Context: an optimization exercise on an open-source flow, tuned for small area. The choices shown serve that exercise and are no tape-out recipe. Function was checked by simulation only, so behaviour that the tests miss may differ from the original. Power figures rest on the tool's default switching activity, not on a simulated workload.

==> design/flow/run.sh <==
#!/bin/bash
# synth_recipe.tcl (not shown) runs the flow's synth.tcl, then flattens the netlist and writes it again
# the make line also repeats each setting of config.mk as NAME=value (left out here)
make -C /OpenROAD-flow-scripts/flow DESIGN_CONFIG=/design/flow/config.mk WORK_HOME=/design/flow/orfs CLKGATE_MAP_FILE= SYNTH_SCRIPT=/design/flow/synth_recipe.tcl finish
==> design/flow/config.mk <==
export PLATFORM = sky130hd
export DESIGN_NAME = flash_driver
export DESIGN_NICKNAME = flash_driver
export VERILOG_FILES = /design/flow/design.v
export SDC_FILE = /design/flow/constraint.sdc
export NUM_CORES = 4
export LEC_CHECK = 0
export CAP_MARGIN = 20
export CORE_MARGIN = 2
export CORE_UTILIZATION = 40
export SLEW_MARGIN = 20
==> design/flow/constraint.sdc <==
create_clock -name core_clock -period 10.0 [get_ports {clk}]
set_input_delay 2.0000 -clock core_clock [delete_from_list [all_inputs] [get_ports {clk}]]
set_output_delay 2.0000 -clock core_clock [all_outputs]
set_load 0.01 [all_outputs]
==> design/flow/design.v <==
`timescale 1ns / 1ns
module flash_driver#(
    parameter                                   BLOCK_SIZE         = 64*1024,
    parameter                                   PAGE_SIZE          = 256   ,
    parameter                                   BLCOK_WIDTH        = $clog2(BLOCK_SIZE)
)
(
    input                                       clk                 ,
    input                                       rst                 ,
    output reg                                  spi_cs              ,
    output                                      spi_sdo             ,
    input                                       spi_sdi             ,
    input                                       flash_start         ,
    input                                       flash_wr_rd         , 
    input              [BLCOK_WIDTH-1: 0]       flash_length        ,
    input              [23: 0]                  flash_addr          ,
    input              [7: 0]                   flash_wr_data       ,
    output reg                                  flash_wr_req        ,
    output reg         [7: 0]                   flash_rd_data       ,
    output reg                                  flash_rd_vld        ,
    output                                      flash_busy
);
    localparam [2:0] IDLE   = 3'd0,
                     STAT   = 3'd1,
                     WREN   = 3'd2,
                     BERASE = 3'd3,
                     PP     = 3'd4,
                     RD     = 3'd5,
                     FIN    = 3'd6;
    reg  [2:0]  st;
    reg  [2:0]  nst;
    reg         erased;      
    reg  [2:0]  bcnt;        
    reg  [2:0]  ph;          
    reg  [23:0] a;
    reg  [15:0] len;
    wire s_idle = (st == IDLE);
    wire s_stat = (st == STAT);
    wire s_wren = (st == WREN);
    wire s_ber  = (st == BERASE);
    wire s_pp   = (st == PP);
    wire s_rd   = (st == RD);
    wire s_fin  = (st == FIN);
    wire bit7   = (bcnt == 3'd7);
    wire p0     = (ph == 3'd0);
    wire p3     = (ph == 3'd3);
    wire pdat   = ph[2];
    wire paddr  = ~ph[2] & (ph[1:0] != 2'd0);
    wire p3d    = p3 | pdat;
    wire eq     = (a[15:0] == len);
    wire pgend  = (a[7:0] == 8'd0);
    assign flash_busy = ~s_idle;
    always @(*) begin
        nst = st;
        case (st)
            IDLE:   if (flash_start) nst = STAT;
            STAT:   if (bit7 && !p0 && !spi_sdi) nst = flash_wr_rd ? RD : WREN;
            WREN:   if (bit7) nst = erased ? PP : BERASE;
            BERASE: if (bit7 && p3) nst = STAT;
            PP:     if (bit7 && p3d && eq) nst = FIN;
                    else if (bit7 && pdat && pgend) nst = STAT;
            RD:     if (bit7 && p3d && eq) nst = FIN;
            FIN:    nst = IDLE;
            default: nst = IDLE;
        endcase
    end
    always @(posedge clk) begin
        if (rst) st <= IDLE;
        else     st <= nst;
    end
    always @(posedge clk) begin
        spi_cs <= rst | s_idle | s_fin | (nst != st);
    end
    always @(posedge clk) begin
        erased <= ~s_idle & (erased | s_ber);
    end
    always @(posedge clk) begin
        if (spi_cs) begin
            bcnt <= 3'd0;
            ph   <= 3'd0;
        end else begin
            bcnt <= bcnt + 3'd1;
            if (bit7 && !ph[2]) ph <= ph + 3'd1;
        end
    end
    wire shift_hi = ~spi_cs & paddr & (s_ber | s_pp | s_rd) & (s_rd | ~p3);
    wire shift_lo = ~spi_cs & paddr & s_rd;
    wire inc      = ~spi_cs & pdat & (bcnt == 3'd0) & (s_pp | s_rd);
    always @(posedge clk) begin
        if (flash_start) begin
            a   <= flash_addr;
            len <= flash_length;
        end else begin
            if (shift_hi) a[23:8] <= {a[22:8], s_rd ? a[7] : a[23]};
            if (shift_lo) a[7:0]  <= {a[6:0], 1'b0};
            if (inc)      a[15:0] <= a[15:0] + 16'd1;
        end
    end
    always @(posedge clk) begin
        if (s_pp && bit7) flash_rd_data <= flash_wr_data;
        else              flash_rd_data <= {flash_rd_data[6:0], spi_sdi};
    end
    always @(posedge clk) begin
        flash_wr_req <= ~rst & s_pp & (bcnt == 3'd5) & p3d & ~eq & (p3 | ~pgend);
        flash_rd_vld <= s_rd & pdat & bit7;
    end
    reg cmd_bit;
    always @(*) begin
        case (st)
            STAT:    cmd_bit = (bcnt == 3'd5) | (bcnt == 3'd7);                     
            WREN:    cmd_bit = (bcnt == 3'd5) | (bcnt == 3'd6);                     
            BERASE:  cmd_bit = (bcnt == 3'd0) | (bcnt == 3'd1) | (bcnt == 3'd3)
                             | (bcnt == 3'd4);                                       
            PP:      cmd_bit = (bcnt == 3'd6);                                       
            RD:      cmd_bit = (bcnt == 3'd6) | (bcnt == 3'd7);                     
            default: cmd_bit = 1'b0;
        endcase
    end
    assign spi_sdo = p0    ? cmd_bit :
                     paddr ? (a[23] & (s_ber | s_pp | s_rd) & (s_rd | ~p3)) :
                             (flash_rd_data[7] & s_pp);
endmodule
==> impl_metrics.xml, run 1 <==
<?xml version="1.0" encoding="UTF-8"?>
<metrics>
  <group name="global_routing">
    <metric name="antenna_violations_before_repair" unit="">0</metric>
    <metric name="grt_pass1_wl" unit="mm">12.46</metric>
    <metric name="overflow" unit="">0</metric>
    <metric name="grt_start_max_net_pins" unit="">56</metric>
    <metric name="via_count_of_the_first_global_routing_pass" unit="">2579</metric>
    <metric name="track_usage" unit="">0.1631</metric>
  </group>
  <group name="power">
    <metric name="power.density_cell_area" unit="nW/um^2">137.9</metric>
    <metric name="switching_power" unit="W">0.0001487</metric>
    <metric name="leakage" unit="nW">1.592</metric>
    <metric name="power.share.clock" unit="">0.391</metric>
    <metric name="p_sw_frac" unit="">0.2464</metric>
    <metric name="power.combinational.fraction" unit="">0.109</metric>
    <metric name="share_seq_of_total_power" unit="">0.500</metric>
    <metric name="maximum_vdd_drop" unit="uV">61.23</metric>
    <metric name="p_int" unit="W">0.0004550</metric>
  </group>
  <group name="place">
    <metric name="place_congestion" unit="">0.8030</metric>
    <metric name="dp_slack" unit="ns">5.648</metric>
    <metric name="place.detailed.instances" unit="">487</metric>
    <metric name="port_buffers" unit="">65</metric>
    <metric name="detailed_place_hpwl" unit="mm">5.334</metric>
  </group>
  <group name="clock_tree">
    <metric name="numCtsBuffers" unit="">9</metric>
    <metric name="post_cts_resize_count" unit="">0</metric>
    <metric name="tritoncts_clock_tree" unit="">built</metric>
    <metric name="cts.sink_count" unit="">61</metric>
    <metric name="cts.path.max_buffers" unit="">2</metric>
    <metric name="clk_pin_slew" unit="ns">0.08</metric>
    <metric name="holdBufCountCts" unit="">0</metric>
    <metric name="cts.htree.levels" unit="">3</metric>
    <metric name="cts_setup_buffers" unit="">0</metric>
    <metric name="clock_tree.root_cell" unit="">clkbuf_8</metric>
    <metric name="clk_latency" unit="ns">0.34</metric>
  </group>
  <group name="worst_setup_path">
    <metric name="endpoint" unit="">spi_sdo</metric>
    <metric name="worstSetupStartpointType" unit="">register</metric>
    <metric name="r2r_start" unit="">st[2]</metric>
    <metric name="timing.rr.end" unit="">a[4]</metric>
    <metric name="timing.setup.critical_path_class" unit="">reg -&gt; out</metric>
    <metric name="reg2reg_slack" unit="ns">7.58</metric>
    <metric name="critical_path.max_fanout" unit="">21</metric>
    <metric name="r2r_cells" unit="">4</metric>
    <metric name="crit_path_dat" unit="ns">2.75</metric>
    <metric name="critical_path.endpoint_type" unit="">output pin</metric>
    <metric name="worstSetupStartpoint" unit="">st[0]</metric>
    <metric name="worst-endpoint-required" unit="ns">8.00</metric>
  </group>
  <group name="synthesis">
    <metric name="synth-compound-area-share" unit="">0.1459</metric>
    <metric name="summed_instance_area_of_the_synthesized_netlist" unit="um^2">3507</metric>
    <metric name="post_synth_xor_area_fraction" unit="">0.04995</metric>
    <metric name="synth_ff_type" unit="">edfxtp_1</metric>
    <metric name="yosysUniqueCellTypes" unit="">58</metric>
    <metric name="synthesis.instances" unit="">336</metric>
    <metric name="synth.ff_latch_count" unit="">61</metric>
    <metric name="main_combinational_cell_family_by_area_after_synthesis" unit="">simple AND/OR/NAND/NOR gates</metric>
    <metric name="syn-num-nets" unit="">400</metric>
    <metric name="yosysWarnings" unit="">1</metric>
    <metric name="ys_async_sr_fraction" unit="">0</metric>
    <metric name="synthAdderAreaFrac" unit="">0.03924</metric>
    <metric name="synth_top_cells_by_area" unit="">edfxtp_1, dfxtp_1, mux2_2</metric>
    <metric name="share_of_synthesized_area_spent_on_multiplexers" unit="">0.08027</metric>
    <metric name="synth_area_leader_cell" unit="">edfxtp_1</metric>
    <metric name="syn-mean-instance-area" unit="um^2">10.44</metric>
    <metric name="synth_top_area_frac" unit="">0.3425</metric>
    <metric name="synth.yosys.seq_area_share" unit="">0.4624</metric>
    <metric name="synth_enable_flop_cells" unit="">40</metric>
    <metric name="post_synth_and_or_nand_nor_area_fraction" unit="">0.1605</metric>
  </group>
  <group name="layout">
    <metric name="layout_commonest_cell" unit="">clkdlybuf4s50_1</metric>
    <metric name="antenna_cells" unit="">0</metric>
    <metric name="layout-drive-gt1-share" unit="">0.1241</metric>
    <metric name="number_of_nets_in_the_finished_design" unit="">454</metric>
    <metric name="num-fill-cells" unit="">805</metric>
    <metric name="final-seq-area" unit="um^2">1622</metric>
    <metric name="multiInputGateArea" unit="um^2">1669</metric>
    <metric name="finalNonFillerCells" unit="">503</metric>
    <metric name="layout_common_cells" unit="">clkdlybuf4s50_1, edfxtp_1, nand2_1</metric>
    <metric name="area_delta_synth_final" unit="%">24.87</metric>
  </group>
  <group name="min_path">
    <metric name="hold_path_class" unit="">reg -&gt; reg</metric>
  </group>
  <group name="die">
    <metric name="io_pins" unit="">66</metric>
    <metric name="start_util" unit="">0.4081</metric>
    <metric name="core-area" unit="um^2">8593</metric>
    <metric name="dieArea" unit="um^2">9533</metric>
    <metric name="num_rows" unit="">34</metric>
    <metric name="dieHeight" unit="um">97.64</metric>
    <metric name="die_x" unit="um">97.64</metric>
  </group>
  <group name="flow_run">
    <metric name="max_cap_viol_count" unit="">0</metric>
  </group>
  <group name="sta">
    <metric name="final_setup_fails" unit="">0</metric>
    <metric name="rsz0062_at_grt" unit="">no</metric>
    <metric name="achievable-frequency" unit="MHz">210.4</metric>
    <metric name="slew_headroom" unit="">0.5492</metric>
    <metric name="min_period_over_period" unit="">0.4753</metric>
    <metric name="final_count_of_hold_timing_violations" unit="">0</metric>
    <metric name="finalClockSkew" unit="ns">0.008426</metric>
    <metric name="worst_pin_slew" unit="ns">0.6752</metric>
    <metric name="period_needed" unit="ns">4.753</metric>
    <metric name="final_slew_viol_count" unit="">0</metric>
    <metric name="setup-tns-final" unit="ns">0</metric>
    <metric name="timing.final.ws_setup" unit="ns">5.247</metric>
  </group>
  <group name="drt">
    <metric name="antenna_violation_net_count_after_detailed_routing" unit="">0</metric>
    <metric name="drt_iter0_markers" unit="">141</metric>
    <metric name="routed_wire_length_per_instance" unit="um">14.86</metric>
    <metric name="vias_per_cell" unit="">5.219</metric>
    <metric name="vias" unit="">2625</metric>
    <metric name="drt-pass1-iter-count" unit="">4</metric>
    <metric name="drt_wl_total" unit="mm">7.475</metric>
    <metric name="post-route-drc-count" unit="">0</metric>
  </group>
  <group name="run_status">
    <metric name="run_status" unit="">complete, no violations</metric>
  </group>
</metrics>
power groups by stage:
stage / Combinational (W) / Sequential (W) / Clock (W)
2_1_floorplan: 0.0000406 / 0.000299 / 0
3_3_place_gp: 0.0000654 / 0.000307 / 0
3_5_place_dp: 0.0000659 / 0.000308 / 0
4_1_cts: 0.0000664 / 0.000302 / 0.000244
5_1_grt: 0.0000725 / 0.000305 / 0.000253
6_report: 0.0000656 / 0.000302 / 0.000236
logic make-up (layout without fill, tap and decap cells):
| kind of cell | after synthesis | in the layout |
|---|---|---|
| AO/OA/AOI/OAI | 75 | 75 |
| XOR/XNOR | 20 | 20 |
| adder cells (fa/ha/maj) | 11 | 11 |
| buffers and inverters | 42 | 101 |
| flip-flops | 61 | 61 |
| multiplexers | 26 | 26 |
| AND/OR/NAND/NOR | 101 | 101 |
layer usage:
| metal | global-route usage | routed length, um | part of all wire | vias to the layer above |
|---|---|---|---|---|
| met1 | 0.2260 | 3607 | 0.48 | 1215 |
| met5 | 0 | 0 | 0 | - |
| met3 | 0.04029 | 330 | 0.044 | 9 |
| li1 | - | - | - | 1332 |
| met4 | 0.05449 | 86 | 0.012 | 0 |
| met2 | 0.2504 | 3451 | 0.46 | 69 |
critical path, cell delays in order (launching register included):
cell,delay [ns]
dfxtp_1,0.76
nand3b_1,0.15
a21oi_1,0.18
nor2_1,0.06
or4b_2,0.61
nand3_1,0.11
clkdlybuf4s50_1,0.54
metrics by stage:
step                      hold WS, ns  area (um^2)  power [W]  utilization
after detailed placement       0.4691         4158  0.0003736       0.4838
final                          0.4840         4379  0.0006038       0.5096
after global routing           0.5124         4379  0.0006299       0.5096
after global placement         0.4684         4158  0.0003728       0.4838
after floorplan                0.4558         3507  0.0003393            -
after CTS                      0.4927         4379  0.0006123       0.5096
cell type report:
class	count	share of cell area
well taps	108	0.03086
multi-input cells	233	0.3811
clock inverters	4	0.007714
clock buffers	12	0.04286
inverters	17	0.01457
repair buffers	68	0.1526
flip-flops and latches	61	0.3703
flip-flops by register name (all words and copies together) (netlist names):
register and cells:
flash_wr_req 1, st 3, spi_cs 1, bcnt 3, flash_rd_vld 1, ph 3, flash_rd_data 8, erased 1
len 16, a 24
cells in the mapped netlist, types with 3 or more instances:
cell type  instances
a211oi_1           4
a21o_1             4
a21oi_1           20
a31oi_1            7
buf_2              5
buf_4             10
clkbuf_1           8
dfxtp_1           21
edfxtp_1          40
ha_1              11
inv_1             17
mux2_2            16
mux2i_1            9
nand2_1           24
nand2b_1           5
nand3_1           12
nand4_1            3
nor2_1            22
nor2b_1            6
nor4_1             7
o21ai_0           15
o31ai_1            4
o41ai_1            3
or2_2              3
xor2_1            18
worst min path at each step:
stage	from	end	slack [ns]	cells past startpoint
floorplan	bcnt[0]	bcnt[0]	0.46	1
global placement	flash_rd_data[5]	flash_rd_data[6]	0.47	1
detailed placement	flash_rd_data[5]	flash_rd_data[6]	0.47	1
CTS	flash_rd_data[5]	flash_rd_data[6]	0.49	1
global route	flash_rd_data[0]	flash_rd_data[1]	0.51	1
finish	flash_rd_data[5]	flash_rd_data[6]	0.48	1
==> run 2, diff against run 1 <==
--- a/design/flow/design.v
+++ b/design/flow/design.v
@@ -15,7 +15,7 @@
     input              [BLCOK_WIDTH-1: 0]       flash_length        ,
     input              [23: 0]                  flash_addr          ,
     input              [7: 0]                   flash_wr_data       ,
-    output reg                                  flash_wr_req        ,
+    output                                      flash_wr_req        ,
     output reg         [7: 0]                   flash_rd_data       ,
     output reg                                  flash_rd_vld        ,
     output                                      flash_busy
@@ -47,7 +47,9 @@
     wire pdat   = ph[2];
     wire paddr  = ~ph[2] & (ph[1:0] != 2'd0);
     wire p3d    = p3 | pdat;
-    wire eq     = (a[15:0] == len);
+    reg         eqf;         
+    reg         cy;          
+    wire eq     = eqf;
     wire pgend  = (a[7:0] == 8'd0);
     assign flash_busy = ~s_idle;
     always @(*) begin
@@ -69,7 +71,9 @@
         else     st <= nst;
     end
     always @(posedge clk) begin
-        spi_cs <= rst | s_idle | s_fin | (nst != st);
+        spi_cs <= rst | s_idle | s_fin
+                | (bit7 & ((s_stat & ~p0 & ~spi_sdi) | s_wren | (s_ber & p3)
+                           | ((s_pp | s_rd) & p3d & eq) | (s_pp & pdat & pgend)));
     end
     always @(posedge clk) begin
         erased <= ~s_idle & (erased | s_ber);
@@ -85,7 +89,23 @@
     end
     wire shift_hi = ~spi_cs & paddr & (s_ber | s_pp | s_rd) & (s_rd | ~p3);
     wire shift_lo = ~spi_cs & paddr & s_rd;
-    wire inc      = ~spi_cs & pdat & (bcnt == 3'd0) & (s_pp | s_rd);
+    wire rot      = ~spi_cs & pdat & ~bcnt[2] & (s_pp | s_rd);
+    wire       first = (bcnt[1:0] == 2'd0);
+    wire [4:0] sum   = {1'b0, a[3:0]} + {4'd0, first | cy};
+    reg  [3:0] lnib;
+    always @(*) begin
+        case (bcnt[1:0])
+            2'd0: lnib = len[3:0];
+            2'd1: lnib = len[7:4];
+            2'd2: lnib = len[11:8];
+            default: lnib = len[15:12];
+        endcase
+    end
+    wire [3:0] cmpv = pdat ? sum[3:0] : 4'd0;
+    always @(posedge clk) begin
+        cy <= sum[4];
+        if (!bcnt[2]) eqf <= (first | eqf) & (cmpv == lnib);
+    end
     always @(posedge clk) begin
         if (flash_start) begin
             a   <= flash_addr;
@@ -93,7 +113,7 @@
         end else begin
             if (shift_hi) a[23:8] <= {a[22:8], s_rd ? a[7] : a[23]};
             if (shift_lo) a[7:0]  <= {a[6:0], 1'b0};
-            if (inc)      a[15:0] <= a[15:0] + 16'd1;
+            if (rot)      a[15:0] <= {sum[3:0], a[15:4]};
         end
     end
     always @(posedge clk) begin
@@ -101,9 +121,9 @@
         else              flash_rd_data <= {flash_rd_data[6:0], spi_sdi};
     end
     always @(posedge clk) begin
-        flash_wr_req <= ~rst & s_pp & (bcnt == 3'd5) & p3d & ~eq & (p3 | ~pgend);
         flash_rd_vld <= s_rd & pdat & bit7;
     end
+    assign flash_wr_req = s_pp & (bcnt == 3'd6) & p3d & ~eq & (p3 | ~pgend);
     reg cmd_bit;
     always @(*) begin
         case (st)
==> design/flow/flow/run.sh (new file) <==
#!/bin/bash
# Standard synthesis and layout, with small port buffers and a small clock tree
# (clkbuf_4 buffers, no dummy loads). Each step's output goes to its own log here.
set -euo pipefail
bash standard.sh synth > synth.log 2>&1
bash standard.sh \
  "BUFFER_PORTS_ARGS=-buffer_cell sky130_fd_sc_hd__buf_1" \
  "CTS_ARGS=-repair_clock_nets -dont_use_dummy_load -sink_clustering_enable -buf_list sky130_fd_sc_hd__clkbuf_4" \
  finish > layout.log 2>&1
==> design/flow/standard.sh (new file) <==
#!/bin/bash
# synth_recipe.tcl (not shown) runs the flow's synth.tcl, then flattens the netlist and writes it again
# the make line also repeats each setting of config.mk as NAME=value (left out here)
make -C /OpenROAD-flow-scripts/flow DESIGN_CONFIG=/design/flow/config.mk WORK_HOME=/design/flow/orfs CLKGATE_MAP_FILE= SYNTH_SCRIPT=/design/flow/synth_recipe.tcl "${@:-finish}"
removed: design/flow/run.sh
==> impl_metrics.xml, run 2 <==
<?xml version="1.0" encoding="UTF-8"?>
<metrics>
  <group name="run_status">
    <metric name="run_status" unit="">complete, no violations</metric>
  </group>
  <group name="layout">
    <metric name="finalNonFillerCells" unit="">445</metric>
    <metric name="regMostFlops" unit="">a</metric>
    <metric name="layout_commonest_cell" unit="">buf_1</metric>
    <metric name="area_delta_synth_final" unit="%">11.76</metric>
    <metric name="layout_common_cells" unit="">buf_1, edfxtp_1, nand2_1</metric>
    <metric name="number_of_nets_in_the_finished_design" unit="">411</metric>
    <metric name="reg_top3" unit="">a: 24 flops, len: 16 flops, flash_rd_data: 8 flops</metric>
    <metric name="num-fill-cells" unit="">757</metric>
    <metric name="layout-drive-gt1-share" unit="">0.09913</metric>
    <metric name="largest_reg_flops" unit="">24</metric>
    <metric name="postLayoutCellArea" unit="um^2">3556</metric>
    <metric name="antenna_cells" unit="">0</metric>
  </group>
  <group name="sta">
    <metric name="final_setup_fails" unit="">0</metric>
    <metric name="worst_pin_slew" unit="ns">0.5904</metric>
    <metric name="slew_headroom" unit="">0.6064</metric>
    <metric name="achievable-frequency" unit="MHz">242.2</metric>
    <metric name="final.hold.worst_slack" unit="ns">0.4482</metric>
    <metric name="final_slew_viol_count" unit="">0</metric>
    <metric name="min_period_over_period" unit="">0.4129</metric>
    <metric name="setup-tns-final" unit="ns">0</metric>
    <metric name="period_needed" unit="ns">4.129</metric>
    <metric name="rsz0062_at_grt" unit="">no</metric>
    <metric name="finalClockSkew" unit="ns">0.03851</metric>
    <metric name="final_count_of_hold_timing_violations" unit="">0</metric>
  </group>
  <group name="die">
    <metric name="start_util" unit="">0.4118</metric>
    <metric name="num_rows" unit="">32</metric>
    <metric name="die_x" unit="um">93.19</metric>
    <metric name="core-area" unit="um^2">7727</metric>
    <metric name="io_pins" unit="">66</metric>
    <metric name="dieArea" unit="um^2">8684</metric>
    <metric name="dieHeight" unit="um">93.19</metric>
  </group>
  <group name="synthesis">
    <metric name="synth_top_cells_by_area" unit="">edfxtp_1, dfxtp_1, mux2i_1</metric>
    <metric name="yosysWarnings" unit="">1</metric>
    <metric name="synth_area_leader_cell" unit="">edfxtp_1</metric>
    <metric name="synth_top_area_frac" unit="">0.3869</metric>
    <metric name="synthesis.instances" unit="">281</metric>
    <metric name="synth.yosys.seq_area_share" unit="">0.5191</metric>
    <metric name="yosysUniqueCellTypes" unit="">54</metric>
    <metric name="syn-mean-instance-area" unit="um^2">11.32</metric>
    <metric name="synthMostInstantiatedCell" unit="">edfxtp_1</metric>
    <metric name="syn-num-nets" unit="">347</metric>
    <metric name="ys_async_sr_fraction" unit="">0</metric>
    <metric name="synth.ff_latch_count" unit="">62</metric>
    <metric name="summed_instance_area_of_the_synthesized_netlist" unit="um^2">3182</metric>
    <metric name="synth_ff_type" unit="">edfxtp_1</metric>
    <metric name="synth_enable_flop_cells" unit="">41</metric>
    <metric name="synth_commonest_cells" unit="">edfxtp_1, nand2_1, dfxtp_1, o21ai_1, mux2i_1</metric>
  </group>
  <group name="worst_setup_path">
    <metric name="critical_path.max_fanout" unit="">17</metric>
    <metric name="worstSetupStartpointType" unit="">register</metric>
    <metric name="critical-path-slowest-cell" unit="">dfxtp_1</metric>
    <metric name="worst-endpoint-required" unit="ns">8.00</metric>
    <metric name="timing.setup.critical_path_class" unit="">reg -&gt; out</metric>
    <metric name="cp_cell_sequence" unit="">nor3b_2 -&gt; nand3_1 -&gt; nor4_1 -&gt; buf_1</metric>
    <metric name="reg2reg_slack" unit="ns">7.61</metric>
    <metric name="crit_path_dat" unit="ns">2.13</metric>
    <metric name="cp_slowest_stage_delay" unit="ns">0.66</metric>
    <metric name="critical_path.endpoint_type" unit="">output pin</metric>
  </group>
  <group name="clock_tree">
    <metric name="holdBufCountCts" unit="">0</metric>
    <metric name="cts.path.max_buffers" unit="">2</metric>
    <metric name="cts.htree.levels" unit="">3</metric>
    <metric name="clk_pin_slew" unit="ns">0.10</metric>
    <metric name="cts_setup_buffers" unit="">0</metric>
    <metric name="cts.sink_count" unit="">62</metric>
    <metric name="clock_tree.root_cell" unit="">clkbuf_4</metric>
    <metric name="post_cts_resize_count" unit="">0</metric>
    <metric name="numCtsBuffers" unit="">9</metric>
    <metric name="clk_latency" unit="ns">0.41</metric>
    <metric name="tritoncts_clock_tree" unit="">built</metric>
  </group>
  <group name="global_routing">
    <metric name="grt_start_max_net_pins" unit="">61</metric>
    <metric name="track_usage" unit="">0.1505</metric>
    <metric name="via_count_of_the_first_global_routing_pass" unit="">2076</metric>
    <metric name="antenna_violations_before_repair" unit="">0</metric>
    <metric name="overflow" unit="">0</metric>
    <metric name="grt_pass1_wl" unit="mm">9.998</metric>
  </group>
  <group name="place">
    <metric name="place.detailed.instances" unit="">436</metric>
    <metric name="port_buffers" unit="">65</metric>
    <metric name="placed_cell_area" unit="um^2">3488</metric>
    <metric name="detailed_place_hpwl" unit="mm">4.563</metric>
    <metric name="place_congestion" unit="">0.8453</metric>
  </group>
  <group name="drt">
    <metric name="routed_wire_length_per_instance" unit="um">14.12</metric>
    <metric name="drt_wl_total" unit="mm">6.283</metric>
    <metric name="vias_per_cell" unit="">5.088</metric>
    <metric name="drt-pass1-iter-count" unit="">4</metric>
    <metric name="post-route-drc-count" unit="">0</metric>
    <metric name="drt_iter0_markers" unit="">139</metric>
    <metric name="antenna_violation_net_count_after_detailed_routing" unit="">0</metric>
    <metric name="vias" unit="">2264</metric>
  </group>
  <group name="power">
    <metric name="maximum_vdd_drop" unit="uV">79.64</metric>
    <metric name="leakage" unit="nW">1.380</metric>
    <metric name="total_power" unit="W">0.0006083</metric>
    <metric name="power.density_cell_area" unit="nW/um^2">171.1</metric>
  </group>
  <group name="flow_run">
    <metric name="max_cap_viol_count" unit="">0</metric>
  </group>
  <group name="min_path">
    <metric name="hold_path_class" unit="">reg -&gt; reg</metric>
  </group>
</metrics>
## run 2: final timing paths
path | startpoint | to | cells after the start
max | st[2] | flash_wr_req | 4
min | flash_rd_data[0] | flash_rd_data[1] | 1
max reg2reg | bcnt[0] | eqf | 9
min reg2reg | flash_rd_data[0] | flash_rd_data[1] | 1
## run 2: layer usage
layer,global-route usage,up-vias,share of wire
met3,0.04754,10,0.046
met4,0.05392,0,0.011
met2,0.2192,64,0.45
met1,0.2110,1040,0.49
li1,-,1150,-
met5,0,-,0
## run 2: area by class of cell
type	instances	area, um^2	share of cell area
multi-input cells	191	1395	0.3923
inverters	15	61.31	0.01724
repair buffers	66	252.7	0.07108
clock buffers	9	67.56	0.01900
flip-flops and latches	62	1652	0.4645
well taps	102	127.6	0.03589
## run 2: where the power goes
group	internal (W)	total [W]	leakage, nW	switching, W
Sequential	0.000301	0.000337	0.580	0.0000362
Combinational	0.0000702	0.000150	0.759	0.0000801
Clock	0.0000418	0.000121	0.0414	0.0000790
Total	0.000413	0.000608	1.38	0.000195
## run 2: kinds of logic (layout without fill, tap and decap cells)
kind of cell	after synthesis	count (layout)	share of synthesized area
mux	35	35	0.1164
buf+inv	28	90	0.04247
xor+xnor	6	6	0.01652
fa+ha+maj	13	13	0.05112
simple gates	80	80	0.1412
compound gates	57	57	0.1133
flops	62	62	0.5191
## run 2: metrics by stage
stage	worst slack, ns	util
2_1_floorplan	6.675	-
3_3_place_gp	6.432	0.4514
3_5_place_dp	6.381	0.4514
4_1_cts	5.913	0.4602
5_1_grt	5.770	0.4602
6_report	5.871	0.4602
## run 2: critical path: cells and delay by family (launching register included)
kind | cells | cell delay, ns
AND/OR/NAND/NOR | 3 | 0.88
flip-flops | 1 | 0.66
buffers and inverters | 1 | 0.20
==> run 3, diff against run 2 <==
--- a/design/flow/design.v
+++ b/design/flow/design.v
@@ -22,11 +22,11 @@
 );
     localparam [2:0] IDLE   = 3'd0,
                      STAT   = 3'd1,
-                     WREN   = 3'd2,
-                     BERASE = 3'd3,
-                     PP     = 3'd4,
-                     RD     = 3'd5,
-                     FIN    = 3'd6;
+                     WREN   = 3'd5,
+                     BERASE = 3'd2,
+                     PP     = 3'd6,
+                     RD     = 3'd4,
+                     FIN    = 3'd7;
     reg  [2:0]  st;
     reg  [2:0]  nst;
     reg         erased;      
@@ -87,8 +87,7 @@
             if (bit7 && !ph[2]) ph <= ph + 3'd1;
         end
     end
-    wire shift_hi = ~spi_cs & paddr & (s_ber | s_pp | s_rd) & (s_rd | ~p3);
-    wire shift_lo = ~spi_cs & paddr & s_rd;
+    wire shift    = ~spi_cs & paddr & ~s_stat;
     wire rot      = ~spi_cs & pdat & ~bcnt[2] & (s_pp | s_rd);
     wire       first = (bcnt[1:0] == 2'd0);
     wire [4:0] sum   = {1'b0, a[3:0]} + {4'd0, first | cy};
@@ -111,8 +110,7 @@
             a   <= flash_addr;
             len <= flash_length;
         end else begin
-            if (shift_hi) a[23:8] <= {a[22:8], s_rd ? a[7] : a[23]};
-            if (shift_lo) a[7:0]  <= {a[6:0], 1'b0};
+            if (shift)    a       <= {a[22:0], a[23] & ~s_rd};
             if (rot)      a[15:0] <= {sum[3:0], a[15:4]};
         end
     end
@@ -137,6 +135,6 @@
         endcase
     end
     assign spi_sdo = p0    ? cmd_bit :
-                     paddr ? (a[23] & (s_ber | s_pp | s_rd) & (s_rd | ~p3)) :
+                     paddr ? (a[23] & ~s_stat) :
                              (flash_rd_data[7] & s_pp);
 endmodule
==> impl_metrics.xml, run 3 <==
<?xml version="1.0" encoding="UTF-8"?>
<metrics>
  <group name="clock_tree">
    <metric name="post_cts_resize_count" unit="">0</metric>
    <metric name="cts_setup_buffers" unit="">0</metric>
    <metric name="tritoncts_clock_tree" unit="">built</metric>
    <metric name="cts.htree.levels" unit="">3</metric>
    <metric name="numCtsBuffers" unit="">9</metric>
    <metric name="clk_pin_slew" unit="ns">0.09</metric>
    <metric name="holdBufCountCts" unit="">0</metric>
    <metric name="clock_tree.root_cell" unit="">clkbuf_4</metric>
    <metric name="clk_latency" unit="ns">0.40</metric>
    <metric name="cts.sink_count" unit="">62</metric>
    <metric name="cts.path.max_buffers" unit="">2</metric>
  </group>
  <group name="sta">
    <metric name="final_count_of_hold_timing_violations" unit="">0</metric>
    <metric name="finalClockSkew" unit="ns">0.02312</metric>
    <metric name="achievable-frequency" unit="MHz">234.3</metric>
    <metric name="setup-tns-final" unit="ns">0</metric>
    <metric name="worst_pin_slew" unit="ns">0.9213</metric>
    <metric name="period_needed" unit="ns">4.268</metric>
    <metric name="final_setup_fails" unit="">0</metric>
    <metric name="rsz0062_at_grt" unit="">no</metric>
    <metric name="final_slew_viol_count" unit="">0</metric>
    <metric name="slew_headroom" unit="">0.3791</metric>
    <metric name="min_period_over_period" unit="">0.4268</metric>
  </group>
  <group name="global_routing">
    <metric name="via_count_of_the_first_global_routing_pass" unit="">2125</metric>
    <metric name="grt_start_max_net_pins" unit="">59</metric>
    <metric name="overflow" unit="">0</metric>
    <metric name="grt_pass1_wl" unit="mm">10.03</metric>
    <metric name="track_usage" unit="">0.1520</metric>
    <metric name="antenna_violations_before_repair" unit="">0</metric>
  </group>
  <group name="drt">
    <metric name="vias" unit="">2193</metric>
    <metric name="antenna_violation_net_count_after_detailed_routing" unit="">0</metric>
    <metric name="vias_per_cell" unit="">5.041</metric>
    <metric name="drt-pass1-iter-count" unit="">4</metric>
    <metric name="post-route-drc-count" unit="">0</metric>
    <metric name="drt_iter0_markers" unit="">121</metric>
    <metric name="routed_wire_length_per_instance" unit="um">13.86</metric>
    <metric name="drt_wl_total" unit="mm">6.030</metric>
  </group>
  <group name="worst_setup_path">
    <metric name="critical_path.endpoint_type" unit="">output pin</metric>
    <metric name="reg2reg_slack" unit="ns">7.12</metric>
    <metric name="cp_slowest_stage_delay" unit="ns">0.81</metric>
    <metric name="timing.setup.critical_path_class" unit="">reg -&gt; out</metric>
    <metric name="critical-path-slowest-cell" unit="">dfxtp_1</metric>
    <metric name="crit_path_dat" unit="ns">2.27</metric>
    <metric name="r2r_start" unit="">st[2]</metric>
    <metric name="worstSetupStartpointType" unit="">register</metric>
    <metric name="cp_cell_sequence" unit="">nor2_1 -&gt; or4b_1 -&gt; nand2_1 -&gt; a21o_1 -&gt; buf_1</metric>
    <metric name="r2r_cells" unit="">3</metric>
    <metric name="endpoint" unit="">spi_sdo</metric>
    <metric name="worstSetupStartpoint" unit="">st[2]</metric>
    <metric name="timing.rr.end" unit="">a[15]</metric>
    <metric name="worst-endpoint-required" unit="ns">8.00</metric>
    <metric name="critical_path.max_fanout" unit="">21</metric>
  </group>
  <group name="synthesis">
    <metric name="synthesis.instances" unit="">272</metric>
    <metric name="synth_top_area_frac" unit="">0.3909</metric>
    <metric name="synth_top_cells_by_area" unit="">edfxtp_1, dfxtp_1, mux2_2</metric>
    <metric name="synthMostInstantiatedCell" unit="">edfxtp_1</metric>
    <metric name="syn-num-nets" unit="">338</metric>
    <metric name="synth_area_leader_cell" unit="">edfxtp_1</metric>
    <metric name="ys_async_sr_fraction" unit="">0</metric>
    <metric name="synth.yosys.seq_area_share" unit="">0.5244</metric>
    <metric name="synth.ff_latch_count" unit="">62</metric>
    <metric name="synth_ff_type" unit="">edfxtp_1</metric>
    <metric name="synth_commonest_cells" unit="">edfxtp_1, nand2_1, dfxtp_1</metric>
    <metric name="syn-mean-instance-area" unit="um^2">11.58</metric>
    <metric name="yosysWarnings" unit="">1</metric>
    <metric name="summed_instance_area_of_the_synthesized_netlist" unit="um^2">3149</metric>
    <metric name="yosysUniqueCellTypes" unit="">49</metric>
    <metric name="synth_enable_flop_cells" unit="">41</metric>
  </group>
  <group name="layout">
    <metric name="regMostFlops" unit="">a</metric>
    <metric name="layout_commonest_cell" unit="">buf_1</metric>
    <metric name="reg_top3" unit="">a: 24 flops, len: 16 flops, flash_rd_data: 8 flops</metric>
    <metric name="final-seq-area" unit="um^2">1652</metric>
    <metric name="area_delta_synth_final" unit="%">12.08</metric>
    <metric name="num-fill-cells" unit="">770</metric>
    <metric name="multiInputGateArea" unit="um^2">1370</metric>
    <metric name="number_of_nets_in_the_finished_design" unit="">401</metric>
    <metric name="largest_reg_flops" unit="">24</metric>
    <metric name="antenna_cells" unit="">0</metric>
    <metric name="layout_common_cells" unit="">buf_1, edfxtp_1, nand2_1</metric>
    <metric name="layout-drive-gt1-share" unit="">0.1231</metric>
  </group>
  <group name="min_path">
    <metric name="hold_path_class" unit="">reg -&gt; reg</metric>
  </group>
  <group name="flow_run">
    <metric name="max_cap_viol_count" unit="">0</metric>
  </group>
  <group name="die">
    <metric name="die_x" unit="um">92.73</metric>
    <metric name="io_pins" unit="">66</metric>
    <metric name="dieArea" unit="um^2">8599</metric>
    <metric name="core-area" unit="um^2">7687</metric>
    <metric name="start_util" unit="">0.4097</metric>
    <metric name="dieHeight" unit="um">92.73</metric>
    <metric name="num_rows" unit="">32</metric>
  </group>
  <group name="place">
    <metric name="port_buffers" unit="">65</metric>
    <metric name="detailed_place_hpwl" unit="mm">4.332</metric>
    <metric name="place_congestion" unit="">0.8504</metric>
  </group>
  <group name="power">
    <metric name="maximum_vdd_drop" unit="uV">66.80</metric>
    <metric name="leakage" unit="nW">1.216</metric>
    <metric name="power.density_cell_area" unit="nW/um^2">178.3</metric>
    <metric name="total_power" unit="W">0.0006294</metric>
  </group>
  <group name="run_status">
    <metric name="run_status" unit="">complete, no violations</metric>
  </group>
</metrics>
[run 3: changes by cell type after synthesis, sizes merged, moves of 3 or more]
cell | previous run | this run
a21oi | 11 | 8
buf | 6 | 11
clkbuf | 7 | 4
nor2 | 8 | 11
nor3 | 5 | 2
nor3b | 3 | 0
nor4 | 2 | 5
o21ai | 30 | 23
or4 | 4 | 0
[run 3: worst min-delay path by stage]
stage	start	depth (start not counted)	to
after floorplan	bcnt[0]	1	bcnt[0]
final	flash_rd_data[3]	1	flash_rd_data[4]
after global routing	flash_rd_data[3]	1	flash_rd_data[4]
after detailed placement	flash_rd_data[0]	1	flash_rd_data[1]
after global placement	flash_rd_data[0]	1	flash_rd_data[1]
after CTS	flash_rd_data[3]	1	flash_rd_data[4]
[run 3: layout make-up]
| type | count | area share |
|---|---|---|
| Inverter | 14 | 0.01489 |
| Clock buffer | 9 | 0.01914 |
| Sequential cell | 62 | 0.4679 |
| Multi-Input combinational cell | 181 | 0.3882 |
| Tap cell | 102 | 0.03616 |
| Timing Repair Buffer | 67 | 0.07373 |
[run 3: worst max-delay path, delay by kind of cell (launching register included)]
family          cells  cell delay [ns]
simple gates        3             0.84
flops               1             0.81
buf+inv             1             0.15
compound gates      1             0.08
[run 3: layer usage]
metal  routed length [um]  up-vias  track usage
met3                  298        9      0.04312
met1                 2906     1017       0.2010
met5                    0        -            0
li1                     -     1113            -
met2                 2716       54       0.2311
met4                  109        0      0.06985
[run 3: logic make-up after synthesis]
kind of cell               count (synthesis)  share of synthesized area
xor gates and xnor gates                   6                    0.01669
and+or+nand+nor                           76                     0.1343
AOI/OAI and AO/OA                         50                     0.1061
buffers and inverters                     29                    0.04569
DFF                                       62                     0.5244
adders and majority gates                 13                    0.05165
muxes                                     36                     0.1212
[run 3: stage by stage]
stage / util / hold slack (ns) / area (um^2) / instances / worst slack [ns]
CTS: 0.4591 / 0.4742 / 3530 / 435 / 5.733
finish: 0.4591 / 0.4811 / 3530 / 435 / 5.732
floorplan: - / 0.4565 / 3149 / 272 / 6.553
detailed placement: 0.4504 / 0.4691 / 3462 / 426 / 6.038
global route: 0.4591 / 0.4840 / 3530 / 435 / 5.576
global placement: 0.4504 / 0.4635 / 3462 / 426 / 6.073
[run 3: power breakdown]
group	total (W)	internal [W]	switching, W	leakage (nW)
clock network	0.000120	0.0000418	0.0000779	0.0414
registers	0.000347	0.000303	0.0000442	0.580
logic	0.000163	0.0000769	0.0000859	0.595
==> run 4, diff against run 3 <==
--- a/design/flow/design.v
+++ b/design/flow/design.v
@@ -7,7 +7,7 @@
 (
     input                                       clk                 ,
     input                                       rst                 ,
-    output reg                                  spi_cs              ,
+    output                                      spi_cs              ,
     output                                      spi_sdo             ,
     input                                       spi_sdi             ,
     input                                       flash_start         ,
@@ -44,11 +44,11 @@
     wire bit7   = (bcnt == 3'd7);
     wire p0     = (ph == 3'd0);
     wire p3     = (ph == 3'd3);
-    wire pdat   = ph[2];
+    wire pdat   = ph[2] & ~ph[1];
+    wire pre    = ph[2] & ph[1];
     wire paddr  = ~ph[2] & (ph[1:0] != 2'd0);
     wire p3d    = p3 | pdat;
     reg         eqf;         
-    reg         cy;          
     wire eq     = eqf;
     wire pgend  = (a[7:0] == 8'd0);
     assign flash_busy = ~s_idle;
@@ -70,16 +70,17 @@
         if (rst) st <= IDLE;
         else     st <= nst;
     end
-    always @(posedge clk) begin
-        spi_cs <= rst | s_idle | s_fin
-                | (bit7 & ((s_stat & ~p0 & ~spi_sdi) | s_wren | (s_ber & p3)
-                           | ((s_pp | s_rd) & p3d & eq) | (s_pp & pdat & pgend)));
-    end
+    wire leave = bit7 & ((s_stat & ~p0 & ~spi_sdi) | s_wren | (s_ber & p3)
+                         | ((s_pp | s_rd) & p3d & eq) | (s_pp & pdat & pgend));
+    assign spi_cs = s_idle | s_fin | pre;
     always @(posedge clk) begin
         erased <= ~s_idle & (erased | s_ber);
     end
     always @(posedge clk) begin
-        if (spi_cs) begin
+        if (leave | s_idle | s_fin) begin
+            bcnt <= 3'd0;
+            ph   <= 3'd6;
+        end else if (pre) begin
             bcnt <= 3'd0;
             ph   <= 3'd0;
         end else begin
@@ -87,10 +88,19 @@
             if (bit7 && !ph[2]) ph <= ph + 3'd1;
         end
     end
-    wire shift    = ~spi_cs & paddr & ~s_stat;
-    wire rot      = ~spi_cs & pdat & ~bcnt[2] & (s_pp | s_rd);
+    wire shift    = paddr & ~s_stat;
+    wire rot      = pdat & ~bcnt[2] & (s_pp | s_rd);
     wire       first = (bcnt[1:0] == 2'd0);
-    wire [4:0] sum   = {1'b0, a[3:0]} + {4'd0, first | cy};
+    reg        cin;          
+    always @(*) begin
+        case (bcnt[1:0])
+            2'd0: cin = 1'b1;
+            2'd1: cin = (a[15:12] == 4'd0);
+            2'd2: cin = (a[15:8] == 8'd0);
+            default: cin = (a[15:4] == 12'd0);
+        endcase
+    end
+    wire [4:0] sum   = {1'b0, a[3:0]} + {4'd0, cin};
     reg  [3:0] lnib;
     always @(*) begin
         case (bcnt[1:0])
@@ -102,7 +112,6 @@
     end
     wire [3:0] cmpv = pdat ? sum[3:0] : 4'd0;
     always @(posedge clk) begin
-        cy <= sum[4];
         if (!bcnt[2]) eqf <= (first | eqf) & (cmpv == lnib);
     end
     always @(posedge clk) begin
==> design/flow/flow/run.sh (replaced) <==
#!/bin/bash
# Standard synthesis, then the standard layout with:
#  - every combinational cell set to its smallest drive before floorplan (downsize.tcl);
#    repair_design upsizes again where slew or capacitance needs it,
#  - buf_1 port buffers,
#  - clkbuf_4 clock tree without dummy loads,
#  - power recovery (downsizing off the critical paths) after global routing.
# Each step's output goes to its own log here.
set -euo pipefail
here=$(pwd)
bash standard.sh synth > synth.log 2>&1
bash standard.sh \
  "PRE_FLOORPLAN_TCL=$here/flow/downsize.tcl" \
  "BUFFER_PORTS_ARGS=-buffer_cell sky130_fd_sc_hd__buf_1" \
  "CTS_ARGS=-repair_clock_nets -dont_use_dummy_load -sink_clustering_enable -buf_list sky130_fd_sc_hd__clkbuf_4" \
  RECOVER_POWER=100 \
  finish > layout.log 2>&1
==> design/flow/flow/downsize.tcl (new file) <==
# Set every combinational cell to the smallest drive strength of its function; the
# flow's repair_design upsizes again wherever slew or capacitance needs it. Registers
# keep the cell synthesis gave them.
set db [ord::get_db]
set block [ord::get_db_block]
set dont_use [expr {[info exists ::env(DONT_USE_CELLS)] ? $::env(DONT_USE_CELLS) : ""}]
proc ds_dont_use {name pats} {
  foreach p $pats { if {[string match $p $name]} { return 1 } }
  return 0
}
set n 0
foreach inst [$block getInsts] {
  set m [[$inst getMaster] getName]
  if {![regexp {^(sky130_fd_sc_hd__[a-z0-9]+)_([0-9]+)$} $m -> base drv]} { continue }
  if {[regexp {df|dl|sdf|conb|tap|fill|decap|clkbuf|clkinv|probe} $base]} { continue }
  foreach d {0 1 2} {
    if {$d >= $drv} { break }
    set cand ${base}_$d
    set nm [$db findMaster $cand]
    if {$nm == "NULL" || [ds_dont_use $cand $dont_use]} { continue }
    replace_cell [$inst getName] $cand
    incr n
    break
  }
}
puts "downsize: $n cells set to a smaller drive"
==> impl_metrics.xml, run 4 <==
<?xml version="1.0" encoding="UTF-8"?>
<metrics>
  <group name="min_path">
    <metric name="worstHoldEndpoint" unit="">flash_rd_data[4]</metric>
    <metric name="hold-path-cell-count" unit="">1</metric>
    <metric name="hold_path_class" unit="">reg -&gt; reg</metric>
    <metric name="timing.hold.worst.start" unit="">flash_rd_data[3]</metric>
  </group>
  <group name="worst_setup_path">
    <metric name="r2r_cells" unit="">10</metric>
    <metric name="kind_of_cell_adding_the_most_delay_to_the_critical_path" unit="">buffers and inverters</metric>
    <metric name="timing.setup.critical_path_class" unit="">in -&gt; reg</metric>
    <metric name="worst-endpoint-required" unit="ns">10.00</metric>
    <metric name="path_buf_inv" unit="">2</metric>
    <metric name="critical_path.max_fanout" unit="">59</metric>
    <metric name="timing.rr.end" unit="">eqf</metric>
    <metric name="worstSetupStartpointType" unit="">primary input</metric>
    <metric name="crit_path_dat" unit="ns">4.63</metric>
    <metric name="cp_slowest_stage_delay" unit="ns">1.76</metric>
    <metric name="critical_path.endpoint_type" unit="">register</metric>
    <metric name="r2r_start" unit="">a[11]</metric>
    <metric name="critical-path-slowest-cell" unit="">clkbuf_1</metric>
    <metric name="cp_cell_sequence" unit="">clkbuf_2 -&gt; clkbuf_1 -&gt; or3_1</metric>
    <metric name="reg2reg_slack" unit="ns">7.36</metric>
  </group>
  <group name="clock_tree">
    <metric name="clk_pin_slew" unit="ns">0.10</metric>
    <metric name="cts_setup_buffers" unit="">0</metric>
    <metric name="numCtsBuffers" unit="">9</metric>
    <metric name="post_cts_resize_count" unit="">0</metric>
    <metric name="cts.path.max_buffers" unit="">2</metric>
    <metric name="clk_latency" unit="ns">0.39</metric>
    <metric name="cts.htree.levels" unit="">3</metric>
    <metric name="tritoncts_clock_tree" unit="">built</metric>
    <metric name="clock_tree.root_cell" unit="">clkbuf_4</metric>
    <metric name="holdBufCountCts" unit="">0</metric>
    <metric name="cts.sink_count" unit="">60</metric>
  </group>
  <group name="sta">
    <metric name="rsz0062_at_grt" unit="">no</metric>
    <metric name="worst_pin_slew" unit="ns">2.498</metric>
    <metric name="setup-tns-final" unit="ns">0</metric>
    <metric name="slew_headroom" unit="">-0.6650</metric>
    <metric name="timing.final.ws_setup" unit="ns">5.377</metric>
    <metric name="final_count_of_hold_timing_violations" unit="">0</metric>
    <metric name="achievable-frequency" unit="MHz">216.3</metric>
    <metric name="finalClockSkew" unit="ns">0.03380</metric>
    <metric name="final_slew_viol_count" unit="">60</metric>
    <metric name="min_period_over_period" unit="">0.4623</metric>
    <metric name="final_setup_fails" unit="">0</metric>
    <metric name="period_needed" unit="ns">4.623</metric>
  </group>
  <group name="global_routing">
    <metric name="grt_pass1_wl" unit="mm">10.44</metric>
    <metric name="antenna_violations_before_repair" unit="">0</metric>
    <metric name="overflow" unit="">0</metric>
    <metric name="grt_start_max_net_pins" unit="">60</metric>
    <metric name="track_usage" unit="">0.1590</metric>
    <metric name="via_count_of_the_first_global_routing_pass" unit="">2206</metric>
  </group>
  <group name="drt">
    <metric name="drt_wl_total" unit="mm">6.260</metric>
    <metric name="vias" unit="">2241</metric>
    <metric name="drt-pass1-iter-count" unit="">4</metric>
    <metric name="post-route-drc-count" unit="">0</metric>
    <metric name="vias_per_cell" unit="">5.152</metric>
    <metric name="antenna_violation_net_count_after_detailed_routing" unit="">0</metric>
    <metric name="drt_iter0_markers" unit="">94</metric>
    <metric name="routed_wire_length_per_instance" unit="um">14.39</metric>
  </group>
  <group name="flow_run">
    <metric name="max_cap_viol_count" unit="">1</metric>
  </group>
  <group name="layout">
    <metric name="multiInputGateArea" unit="um^2">1303</metric>
    <metric name="largest_reg_flops" unit="">24</metric>
    <metric name="layout_common_cells" unit="">buf_1, edfxtp_1, nand2_1</metric>
    <metric name="number_of_nets_in_the_finished_design" unit="">401</metric>
    <metric name="reg_top3" unit="">a: 24 flops, len: 16 flops, flash_rd_data: 8 flops</metric>
    <metric name="antenna_cells" unit="">0</metric>
    <metric name="final-seq-area" unit="um^2">1612</metric>
    <metric name="regMostFlops" unit="">a</metric>
    <metric name="layout_commonest_cell" unit="">buf_1</metric>
    <metric name="layout-drive-gt1-share" unit="">0.03571</metric>
    <metric name="num-fill-cells" unit="">744</metric>
  </group>
  <group name="power">
    <metric name="power.density_cell_area" unit="nW/um^2">195.9</metric>
    <metric name="maximum_vdd_drop" unit="uV">70.86</metric>
    <metric name="leakage" unit="nW">1.168</metric>
  </group>
  <group name="run_status">
    <metric name="checkFailReasons" unit="">max-capacitance violations, max-slew violations</metric>
    <metric name="run_status" unit="">finished with violations</metric>
  </group>
  <group name="place">
    <metric name="detailed_place_hpwl" unit="mm">4.534</metric>
    <metric name="port_buffers" unit="">65</metric>
    <metric name="dp_slack" unit="ns">6.019</metric>
    <metric name="place_congestion" unit="">0.8016</metric>
  </group>
  <group name="die">
    <metric name="start_util" unit="">0.4135</metric>
    <metric name="core-area" unit="um^2">7253</metric>
    <metric name="io_pins" unit="">66</metric>
    <metric name="dieArea" unit="um^2">8207</metric>
    <metric name="num_rows" unit="">31</metric>
    <metric name="dieHeight" unit="um">90.59</metric>
    <metric name="die_x" unit="um">90.59</metric>
  </group>
  <group name="synthesis">
    <metric name="syn-num-nets" unit="">336</metric>
    <metric name="synthesis.instances" unit="">273</metric>
    <metric name="yosysWarnings" unit="">1</metric>
  </group>
</metrics>
[run 4: per-stage QoR]
stage,hold slack [ns],util,std cells,total power [W],area [um^2]
CTS,0.4642,0.4697,435,0.0006749,3407
floorplan,0.4353,-,273,0.0004980,2999
finish,0.4575,0.4692,435,0.0006667,3403
detailed placement,0.4535,0.4604,426,0.0005585,3339
global placement,0.4459,0.4604,426,0.0005567,3339
global route,0.4900,0.4692,435,0.0007164,3403
[run 4: routing by layer]
metal,GRT usage,wire length [um],share of wire
met3,0.03923,252,0.040
met5,0,0,0
met2,0.2500,2926,0.47
met1,0.2099,2987,0.48
met4,0.06538,94,0.015
[run 4: report_power, final]
part	switching, W	leakage [nW]	internal (W)
logic	0.000105	0.560	0.0000830
registers	0.0000439	0.567	0.000319
clock network	0.0000731	0.0414	0.0000418
total	0.000222	1.17	0.000444
[run 4: area by class of cell]
cell class / instances / area share
sequential: 60 / 0.4735
clock buffer: 9 / 0.01985
multi-input combinational: 189 / 0.3827
tap: 99 / 0.03640
timing repair buffer: 67 / 0.07537
inverter: 11 / 0.01213
[run 4: how the worst max path moves through the flow]
stage | cells after the start | endpoint | from | slack [ns]
after floorplan | 8 | spi_sdo | bcnt[0] | 6.30
after global placement | 8 | spi_sdo | bcnt[0] | 6.11
after detailed placement | 8 | spi_sdo | bcnt[0] | 6.02
after CTS | 8 | spi_sdo | bcnt[0] | 5.61
after global routing | 3 | a[8] | flash_start | 5.03
final | 3 | a[8] | flash_start | 5.38
==> run 5, diff against run 4 <==
==> design/flow/flow/run.sh (replaced) <==
#!/bin/bash
# Standard synthesis, then the standard layout with:
#  - every combinational cell set to its smallest drive before floorplan (downsize.tcl);
#    repair_design upsizes again where slew or capacitance needs it,
#  - buf_1 port buffers,
#  - clkbuf_4 clock tree without dummy loads.
# Each step's output goes to its own log here.
set -euo pipefail
here=$(pwd)
bash standard.sh synth > synth.log 2>&1
bash standard.sh \
  "PRE_FLOORPLAN_TCL=$here/flow/downsize.tcl" \
  "BUFFER_PORTS_ARGS=-buffer_cell sky130_fd_sc_hd__buf_1" \
  "CTS_ARGS=-repair_clock_nets -dont_use_dummy_load -sink_clustering_enable -buf_list sky130_fd_sc_hd__clkbuf_4" \
  finish > layout.log 2>&1
==> impl_metrics.xml, run 5 <==
<?xml version="1.0" encoding="UTF-8"?>
<metrics>
  <group name="run_status">
    <metric name="run_status" unit="">complete, no violations</metric>
  </group>
  <group name="die">
    <metric name="start_util" unit="">0.4135</metric>
    <metric name="num_rows" unit="">31</metric>
    <metric name="dieHeight" unit="um">90.59</metric>
    <metric name="io_pins" unit="">66</metric>
    <metric name="core-area" unit="um^2">7253</metric>
    <metric name="die_x" unit="um">90.59</metric>
    <metric name="dieArea" unit="um^2">8207</metric>
  </group>
  <group name="sta">
    <metric name="finalClockSkew" unit="ns">0.03384</metric>
    <metric name="min_period_over_period" unit="">0.4353</metric>
    <metric name="rsz0062_at_grt" unit="">no</metric>
    <metric name="period_needed" unit="ns">4.353</metric>
    <metric name="setup-tns-final" unit="ns">0</metric>
    <metric name="final_slew_viol_count" unit="">0</metric>
    <metric name="final_count_of_hold_timing_violations" unit="">0</metric>
    <metric name="final_setup_fails" unit="">0</metric>
    <metric name="worst_pin_slew" unit="ns">0.7006</metric>
    <metric name="timing.final.ws_setup" unit="ns">5.647</metric>
    <metric name="slew_headroom" unit="">0.5329</metric>
    <metric name="achievable-frequency" unit="MHz">229.7</metric>
  </group>
  <group name="min_path">
    <metric name="hold_path_class" unit="">reg -&gt; reg</metric>
  </group>
  <group name="place">
    <metric name="detailed_place_hpwl" unit="mm">4.534</metric>
    <metric name="port_buffers" unit="">65</metric>
    <metric name="place_congestion" unit="">0.8016</metric>
    <metric name="placed_cell_area" unit="um^2">3339</metric>
    <metric name="dp_slack" unit="ns">6.019</metric>
  </group>
  <group name="drt">
    <metric name="drt_wl_total" unit="mm">6.288</metric>
    <metric name="vias" unit="">2243</metric>
    <metric name="drt-pass1-iter-count" unit="">4</metric>
    <metric name="maxUsedRoutingLayer" unit="">met4</metric>
    <metric name="drt_iter0_markers" unit="">98</metric>
    <metric name="antenna_violation_net_count_after_detailed_routing" unit="">0</metric>
    <metric name="route.met3.wl" unit="um">261</metric>
    <metric name="routed_wire_length_per_instance" unit="um">14.46</metric>
    <metric name="vias_per_cell" unit="">5.156</metric>
    <metric name="post-route-drc-count" unit="">0</metric>
    <metric name="routed-wl-met2" unit="mm">2.899</metric>
    <metric name="met1Wirelength" unit="mm">3.035</metric>
  </group>
  <group name="power">
    <metric name="maximum_vdd_drop" unit="uV">71.05</metric>
    <metric name="power.density_cell_area" unit="nW/um^2">195.8</metric>
    <metric name="total_power" unit="W">0.0006669</metric>
    <metric name="leakage" unit="nW">1.171</metric>
  </group>
  <group name="global_routing">
    <metric name="overflow" unit="">0</metric>
    <metric name="via_count_of_the_first_global_routing_pass" unit="">2206</metric>
    <metric name="grt_start_max_net_pins" unit="">60</metric>
    <metric name="antenna_violations_before_repair" unit="">0</metric>
    <metric name="track_usage" unit="">0.1590</metric>
    <metric name="grt_pass1_wl" unit="mm">10.44</metric>
  </group>
  <group name="clock_tree">
    <metric name="clock_tree.root_cell" unit="">clkbuf_4</metric>
    <metric name="cts.sink_count" unit="">60</metric>
    <metric name="clk_latency" unit="ns">0.39</metric>
    <metric name="post_cts_resize_count" unit="">0</metric>
    <metric name="tritoncts_clock_tree" unit="">built</metric>
    <metric name="numCtsBuffers" unit="">9</metric>
    <metric name="cts.path.max_buffers" unit="">2</metric>
    <metric name="cts.htree.levels" unit="">3</metric>
    <metric name="holdBufCountCts" unit="">0</metric>
    <metric name="clk_pin_slew" unit="ns">0.10</metric>
    <metric name="cts_setup_buffers" unit="">0</metric>
  </group>
  <group name="worst_setup_path">
    <metric name="critical_path.endpoint_type" unit="">output pin</metric>
    <metric name="worstSetupStartpointType" unit="">register</metric>
    <metric name="timing.setup.critical_path_class" unit="">reg -&gt; out</metric>
    <metric name="worst-endpoint-required" unit="ns">8.00</metric>
    <metric name="crit_path_dat" unit="ns">2.35</metric>
    <metric name="critical_path.max_fanout" unit="">11</metric>
  </group>
  <group name="layout">
    <metric name="multiInputGateArea" unit="um^2">1303</metric>
    <metric name="layout_commonest_cell" unit="">buf_1</metric>
    <metric name="num-fill-cells" unit="">744</metric>
    <metric name="number_of_nets_in_the_finished_design" unit="">401</metric>
    <metric name="regMostFlops" unit="">a</metric>
    <metric name="reg_top3" unit="">a: 24 flops, len: 16 flops, flash_rd_data: 8 flops</metric>
    <metric name="postLayoutCellArea" unit="um^2">3407</metric>
    <metric name="layout-drive-gt1-share" unit="">0.03869</metric>
    <metric name="layout_common_cells" unit="">buf_1, edfxtp_1, nand2_1</metric>
    <metric name="largest_reg_flops" unit="">24</metric>
    <metric name="finalCoreUtilization" unit="">0.4697</metric>
    <metric name="antenna_cells" unit="">0</metric>
    <metric name="final-seq-area" unit="um^2">1612</metric>
  </group>
  <group name="synthesis">
    <metric name="syn-num-nets" unit="">336</metric>
    <metric name="yosysWarnings" unit="">1</metric>
    <metric name="synthesis.instances" unit="">273</metric>
  </group>
  <group name="flow_run">
    <metric name="max_cap_viol_count" unit="">0</metric>
  </group>
</metrics>
run 5: final cells by class:
type,instances,area share
clock buffers,9,0.01983
inverters,11,0.01212
multi-input cells,189,0.3823
flip-flops and latches,60,0.4730
well taps,99,0.03636
repair buffers,67,0.07639
run 5: layer usage:
metal | up-vias | global-route usage
met3 | 8 | 0.03923
li1 | 1141 | -
met4 | 0 | 0.06538
met5 | - | 0
met2 | 55 | 0.2500
met1 | 1039 | 0.2099
run 5: worst max-delay path, cell delays in order (launching register included):
cell and delay (ns):
dfxtp_1 0.45, ha_1 0.24, ha_1 0.40, inv_1 0.13
o22ai_1 0.18, nand3b_1 0.09, o211ai_1 0.13, a41o_1 0.22
buf_1 0.15
run 5: final timing paths:
| kind | endpoint | startpoint | slack [ns] | depth (start not counted) |
|---|---|---|---|---|
| max | spi_sdo | bcnt[0] | 5.65 | 8 |
| min | flash_rd_data[4] | flash_rd_data[3] | 0.45 | 1 |
| max reg2reg | eqf | a[11] | 7.37 | 10 |
| min reg2reg | flash_rd_data[4] | flash_rd_data[3] | 0.45 | 1 |
run 5: power by group:
part	leakage (nW)	total [W]	switching [W]	internal, W
clock	0.0414	0.000114	0.0000724	0.0000418
combinational	0.563	0.000189	0.000106	0.0000828
sequential	0.567	0.000364	0.0000447	0.000319
run 5: stage by stage:
step | std cells | hold WS (ns)
floorplan | 273 | 0.4353
global placement | 426 | 0.4459
detailed placement | 426 | 0.4535
CTS | 435 | 0.4642
global route | 435 | 0.4900
finish | 435 | 0.4533
==> run 6, diff against run 5 <==
--- a/design/flow/design.v
+++ b/design/flow/design.v
@@ -52,26 +52,22 @@
     wire eq     = eqf;
     wire pgend  = (a[7:0] == 8'd0);
     assign flash_busy = ~s_idle;
+    wire leave = bit7 & ((s_stat & ~p0 & ~spi_sdi) | s_wren | (s_ber & p3)
+                         | ((s_pp | s_rd) & p3d & eq) | (s_pp & pdat & pgend));
     always @(*) begin
-        nst = st;
         case (st)
-            IDLE:   if (flash_start) nst = STAT;
-            STAT:   if (bit7 && !p0 && !spi_sdi) nst = flash_wr_rd ? RD : WREN;
-            WREN:   if (bit7) nst = erased ? PP : BERASE;
-            BERASE: if (bit7 && p3) nst = STAT;
-            PP:     if (bit7 && p3d && eq) nst = FIN;
-                    else if (bit7 && pdat && pgend) nst = STAT;
-            RD:     if (bit7 && p3d && eq) nst = FIN;
-            FIN:    nst = IDLE;
-            default: nst = IDLE;
+            STAT:    nst = flash_wr_rd ? RD : WREN;
+            WREN:    nst = erased ? PP : BERASE;
+            BERASE:  nst = STAT;
+            PP:      nst = eq ? FIN : STAT;
+            default: nst = FIN;
         endcase
     end
     always @(posedge clk) begin
-        if (rst) st <= IDLE;
-        else     st <= nst;
+        if (rst | s_fin)  st <= IDLE;
+        else if (s_idle)  begin if (flash_start) st <= STAT; end
+        else if (leave)   st <= nst;
     end
-    wire leave = bit7 & ((s_stat & ~p0 & ~spi_sdi) | s_wren | (s_ber & p3)
-                         | ((s_pp | s_rd) & p3d & eq) | (s_pp & pdat & pgend));
     assign spi_cs = s_idle | s_fin | pre;
     always @(posedge clk) begin
         erased <= ~s_idle & (erased | s_ber);
@@ -100,7 +96,7 @@
             default: cin = (a[15:4] == 12'd0);
         endcase
     end
-    wire [4:0] sum   = {1'b0, a[3:0]} + {4'd0, cin};
+    wire [3:0] sum   = a[3:0] + {3'd0, cin};
     reg  [3:0] lnib;
     always @(*) begin
         case (bcnt[1:0])
==> impl_metrics.xml, run 6 <==
<?xml version="1.0" encoding="UTF-8"?>
<metrics>
  <group name="run_status">
    <metric name="run_status" unit="">complete, no violations</metric>
  </group>
  <group name="clock_tree">
    <metric name="post_cts_resize_count" unit="">0</metric>
    <metric name="numCtsBuffers" unit="">9</metric>
    <metric name="clock_tree.root_cell" unit="">clkbuf_4</metric>
    <metric name="tritoncts_clock_tree" unit="">built</metric>
    <metric name="clk_latency" unit="ns">0.39</metric>
    <metric name="cts.sink_count" unit="">60</metric>
    <metric name="cts.path.max_buffers" unit="">2</metric>
    <metric name="cts_setup_buffers" unit="">0</metric>
  </group>
  <group name="drt">
    <metric name="vias_per_cell" unit="">5.128</metric>
    <metric name="post-route-drc-count" unit="">0</metric>
    <metric name="drt_iter0_markers" unit="">161</metric>
    <metric name="vias" unit="">2251</metric>
    <metric name="antenna_violation_net_count_after_detailed_routing" unit="">0</metric>
  </group>
  <group name="synthesis">
    <metric name="syn-num-nets" unit="">347</metric>
    <metric name="synthesis.instances" unit="">279</metric>
  </group>
  <group name="min_path">
    <metric name="timing.hold.worst.start" unit="">flash_rd_data[5]</metric>
    <metric name="hold_path_class" unit="">reg -&gt; reg</metric>
  </group>
  <group name="layout">
    <metric name="layout-drive-gt1-share" unit="">0.03824</metric>
    <metric name="layout_common_cells" unit="">buf_1, edfxtp_1, nand2_1</metric>
  </group>
  <group name="worst_setup_path">
    <metric name="timing.rr.end" unit="">a[1]</metric>
    <metric name="worst-path-stages" unit="">8</metric>
    <metric name="reg2reg_slack" unit="ns">7.08</metric>
    <metric name="critical_path.max_fanout" unit="">10</metric>
    <metric name="worstSetupStartpointType" unit="">register</metric>
    <metric name="path_buf_inv" unit="">3</metric>
    <metric name="kind_of_cell_adding_the_most_delay_to_the_critical_path" unit="">compound AO/OA/AOI/OAI gates</metric>
    <metric name="worst-endpoint-required" unit="ns">8.00</metric>
    <metric name="library_cell_appearing_most_often_on_the_critical_path" unit="">inv_1</metric>
    <metric name="cp_slowest_stage_delay" unit="ns">0.40</metric>
    <metric name="cp_cell_sequence" unit="">inv_1 -&gt; ha_1 -&gt; inv_1 -&gt; a21o_1 -&gt; a32oi_1 -&gt; o221ai_1 -&gt; a31o_1 -&gt; buf_1</metric>
    <metric name="timing.setup.critical_path_class" unit="">reg -&gt; out</metric>
  </group>
  <group name="die">
    <metric name="dieArea" unit="um^2">8360</metric>
    <metric name="dieHeight" unit="um">91.44</metric>
    <metric name="start_util" unit="">0.4171</metric>
    <metric name="die_x" unit="um">91.44</metric>
    <metric name="num_rows" unit="">31</metric>
  </group>
  <group name="flow_run">
    <metric name="max_cap_viol_count" unit="">0</metric>
  </group>
  <group name="sta">
    <metric name="finalClockSkew" unit="ns">0.01397</metric>
    <metric name="setup-tns-final" unit="ns">0</metric>
    <metric name="final_setup_fails" unit="">0</metric>
    <metric name="final_count_of_hold_timing_violations" unit="">0</metric>
    <metric name="final_slew_viol_count" unit="">0</metric>
    <metric name="achievable-frequency" unit="MHz">232.4</metric>
  </group>
  <group name="global_routing">
    <metric name="track_usage" unit="">0.1646</metric>
    <metric name="via_count_of_the_first_global_routing_pass" unit="">2250</metric>
  </group>
  <group name="power">
    <metric name="share_seq_of_total_power" unit="">0.615</metric>
    <metric name="power.density_cell_area" unit="nW/um^2">143.5</metric>
  </group>
  <group name="place">
    <metric name="dp_slack" unit="ns">5.728</metric>
  </group>
</metrics>
run 6: final cells by class:
| type | count | area (um^2) |
|---|---|---|
| Clock buffer | 9 | 67.56 |
| Inverter | 18 | 67.56 |
| Multi-Input combinational cell | 186 | 1329 |
| Timing Repair Buffer | 67 | 260.3 |
| Tap cell | 99 | 123.9 |
| Sequential cell | 60 | 1612 |
| Fill cell | 717 | 3871 |
run 6: worst register-to-register path, stage by stage (launching register included):
cell and delay, ns:
dfxtp_1 0.41, inv_1 0.10, ha_1 0.27, nor2b_1 0.18
nor3_1 0.34, or2_0 0.55, nand2b_1 0.69
run 6: power by group through the flow:
stage,combinational [W],sequential (W),clock [W]
global route,0.0000841,0.000309,0.000133
CTS,0.0000739,0.000306,0.000124
floorplan,0.0000503,0.000306,0
finish,0.0000729,0.000305,0.000118
global placement,0.0000725,0.000311,0
detailed placement,0.0000734,0.000312,0
run 6: worst max-delay path by stage:
stage / from / end / slack (ns)
2_1_floorplan: st[0] / spi_sdo / 6.37
3_3_place_gp: flash_start / a[2] / 5.81
3_5_place_dp: flash_start / a[1] / 5.73
4_1_cts: st[0] / spi_sdo / 5.71
5_1_grt: st[0] / spi_sdo / 5.51
6_report: st[0] / spi_sdo / 5.70
run 6: stage by stage:
| step | hold WS, ns | instances | total power [W] | area (um^2) |
|---|---|---|---|---|
| floorplan | 0.4595 | 279 | 0.0003560 | 3058 |
| global placement | 0.4496 | 430 | 0.0003833 | 3392 |
| detailed placement | 0.4542 | 430 | 0.0003849 | 3392 |
| CTS | 0.4751 | 439 | 0.0005034 | 3460 |
| global route | 0.4934 | 439 | 0.0005262 | 3460 |
| finish | 0.4687 | 439 | 0.0004966 | 3460 |
run 6: routing by layer:
layer / wire (um) / vias to the layer above / global-route usage
met5: 0 / - / 0
met1: 3056 / 1053 / 0.2191
met3: 310 / 9 / 0.04398
li1: - / 1136 / -
met4: 98 / 0 / 0.07323
met2: 2910 / 53 / 0.2506

re-timing with driven ports:
The flow's constraints put no driver on any port. The routed layouts listed below were extracted and timed again, unchanged, in two steps. Step 1 sets driving cells, clkbuf_16 on the clock port and buf_2 on the other inputs (assumed; they add their load-dependent delay and slew). Step 2 also shifts input and output timing later by t, the mid clock arrival at the registers, as if the neighbouring blocks saw the same clock. Three values: no drivers, after step 1, after step 2; two values: the first two.
run	t, ns	slack for setup (ns)
run 1	0.367	5.247 / 5.216 / 5.583
run 2	0.414	5.871 / 5.845 / 6.259
run 3	0.420	5.732 / 5.704 / 6.021
run 4	0.406	5.377 / 5.385 / 4.979
run 5	0.406	5.647 / 5.617 / 6.023
run 6	0.412	5.697 / 5.670 / 5.778
